Background: an optimization exercise with open tools, aiming at small area, a short achievable clock period and few clock cycles. Do not read the settings as production practice. Only simulation tests tie the RTL to the original design; equivalence was not proved. Power is estimated from default activity; no workload was simulated.

## cache
module cache(
    clk,
    proc_reset,
    proc_read,
    proc_write,
    proc_addr,
    proc_rdata,
    proc_wdata,
    proc_stall,
    mem_read,
    mem_write,
    mem_addr,
    mem_rdata,
    mem_wdata,
    mem_ready
);
Settings: LEC_CHECK=0, CAP_MARGIN=40, CORE_MARGIN=2, CORE_UTILIZATION=30, PLACE_DENSITY=0.5, SLEW_MARGIN=40; clock period 12.0 ns.
standard.sh (not shown) runs the stock make flow with config.mk's settings and CLKGATE_MAP_FILE= SYNTH_SCRIPT=/design/flow/synth_recipe.tcl, a recipe that flattens the netlist after the stock synthesis.
==> flow/flow/run.sh <==
#!/bin/bash
# The standard layout with a few knobs changed:
# - ports get buf_2 buffers instead of the delay buffer the resizer picks;
# - the clock tree uses clkbuf_8 with larger sink clusters.
# Clock, constraints and all other steps are the standard ones; synthesis is
# the standard synthesis, unchanged.
set -euo pipefail
KNOBS=(
  SETUP_SLACK_MARGIN=8.0
  "BUFFER_PORTS_ARGS=-buffer_cell sky130_fd_sc_hd__buf_2"
  CTS_BUF_LIST=sky130_fd_sc_hd__clkbuf_8
  CTS_CLUSTER_SIZE=20
  CTS_CLUSTER_DIAMETER=50
)
bash standard.sh synth > synth.log 2>&1
bash standard.sh "${KNOBS[@]}" finish > layout.log 2>&1
Testbench counts at the start, summed over its fixed seeds: cycles 142,196.
Edit:
--- a/flow/flow/run.sh
+++ b/flow/flow/run.sh
@@ -2,5 +2,6 @@
 # The standard layout with a few knobs changed:
 # - ports get buf_2 buffers instead of the delay buffer the resizer picks;
-# - the clock tree uses clkbuf_8 with larger sink clusters.
+# - the clock tree uses clkbuf_8;
+# - the core is smaller (65% utilisation), for shorter wires.
 # Clock, constraints and all other steps are the standard ones; synthesis is
 # the standard synthesis, unchanged.
@@ -12,4 +13,6 @@
   CTS_CLUSTER_SIZE=20
   CTS_CLUSTER_DIAMETER=50
+  CORE_UTILIZATION=65
+  PLACE_DENSITY=0.75
 )
 bash standard.sh synth > synth.log 2>&1
The new run produced a clean layout.
Core utilization goes up by 40 points.
Count of clock-buffer cells in the layout goes down by 27.
Worst setup slack gets better by 87 ps.
Hold slack gets better by 27 ps.
Die area goes down by 53%.
Global-route usage goes up by 17 points.
Clock skew goes down by 28 ps.
Clock power goes down by 14%.
Total power goes down by 6.5%.
Routed wire length goes down by 15%.
Edit:
==> flow/flow/run.sh (replaced) <==
#!/bin/bash
set -euo pipefail
SETUP_MARGIN=8.2
bash standard.sh synth > synth.log 2>&1
bash standard.sh SETUP_SLACK_MARGIN=$SETUP_MARGIN finish > layout.log 2>&1
- The new run finished with timing, DRC and antenna clean
- count of clock-buffer cells in the layout rises by 64
- cell count rises by 36%
- wire length rises by 24%


cache, a different RTL version from the one above (not shown whole).
For scale: roughly 3200 cells after synthesis, ~1400 flip-flops, roughly 390 I/O pins, ~59000 um^2 of cells after synthesis.
Settings: LEC_CHECK=0, CAP_MARGIN=40, CORE_MARGIN=2, CORE_UTILIZATION=30, PLACE_DENSITY=0.5, SLEW_MARGIN=40; clock period 12.0 ns.
==> flow/flow/run.sh <==
#!/bin/bash
# The standard layout with a few knobs changed:
# - ports get buf_2 buffers instead of the delay buffer the resizer picks;
# - the clock tree uses clkbuf_8 with smaller sink clusters and no dummy loads;
# - the core is smaller (55% utilisation), for shorter wires.
# Clock, constraints and all other steps are the standard ones; synthesis is
# the standard synthesis, unchanged.
set -euo pipefail
KNOBS=(
  SETUP_SLACK_MARGIN=8.3
  "BUFFER_PORTS_ARGS=-buffer_cell sky130_fd_sc_hd__buf_2"
  "CTS_ARGS=-sink_clustering_enable -repair_clock_nets -buf_list sky130_fd_sc_hd__clkbuf_8 -sink_clustering_size 16 -sink_clustering_max_diameter 40 -dont_use_dummy_load"
  CORE_UTILIZATION=55
  PLACE_DENSITY=0.7
)
bash standard.sh synth > synth.log 2>&1
bash standard.sh "${KNOBS[@]}" finish > layout.log 2>&1
The first run finished with timing, DRC and antenna clean.
Testbench counts at the start, summed over its fixed seeds: cycles 143,402.
Edit:
==> flow/flow/run.sh (replaced) <==
#!/bin/bash
# The standard layout with a few knobs changed:
# - ports get buf_2 buffers instead of the delay buffer the resizer picks;
# - the clock tree uses clkbuf_8 with smaller sink clusters;
# - the core is smaller (55% utilisation), for shorter wires.
# Clock, constraints and all other steps are the standard ones; synthesis is
# the standard synthesis, unchanged.
set -euo pipefail
KNOBS=(
  SETUP_SLACK_MARGIN=8.3
  "BUFFER_PORTS_ARGS=-buffer_cell sky130_fd_sc_hd__buf_2"
  CTS_BUF_LIST=sky130_fd_sc_hd__clkbuf_8
  CTS_CLUSTER_SIZE=16
  CTS_CLUSTER_DIAMETER=40
  CORE_UTILIZATION=55
  PLACE_DENSITY=0.7
)
bash standard.sh synth > synth.log 2>&1
bash standard.sh "${KNOBS[@]}" finish > layout.log 2>&1
After rerunning:
- The changed run went through all stages and came out clean
- sequential share of layout area came out lower by 0.72 points
- final area came out higher by 1.2%
- total power came out higher by 6.6%
- via count came out higher by 0.48%
- sequential cell count is unchanged
- count of clock-buffer cells in the layout came out higher by 11
- die area stays the same

[what the ideal ports hide]
The flow's constraints put no driver on any port. The routed layouts listed below were extracted and timed again, unchanged, in two steps.
Step 1 assumes that a clkbuf_16 drives the clock port and a buf_2 every other input.
Step 2 times the ports against the registers' clock, not the clock port: input delays grow and output delays shrink by t, the midpoint of the rising clock arrivals with the driver on.
a / b / c = no drivers / after step 1 / after step 2; a / b = the first two.
| run | shift t [ns] | setup slack, ns | worst setup path after step 2 | cell pins on the clock port's net |
|---|---|---|---|---|
| the first run of note 1 | 1.014 | 7.906 / 7.853 / 6.840 | input to register | 1 |
| the second run of note 1 | 0.921 | 7.992 / 7.870 / 6.949 | input to register | 1 |
| the third run of note 1 | 0.895 | 7.895 / 7.694 / 6.799 | input to register | 1 |
| the first run of note 2 | 0.906 | 8.219 / 8.098 / 7.192 | input to register | 1 |
| the second run of note 2 | 0.928 | 8.194 / 8.093 / 7.165 | input to register | 1 |
After both steps every run listed still meets setup and hold. For the third run of note 1, which loses most, drivers alone change the setup slack by -0.201 ns; drivers and shift together by -1.096 ns.
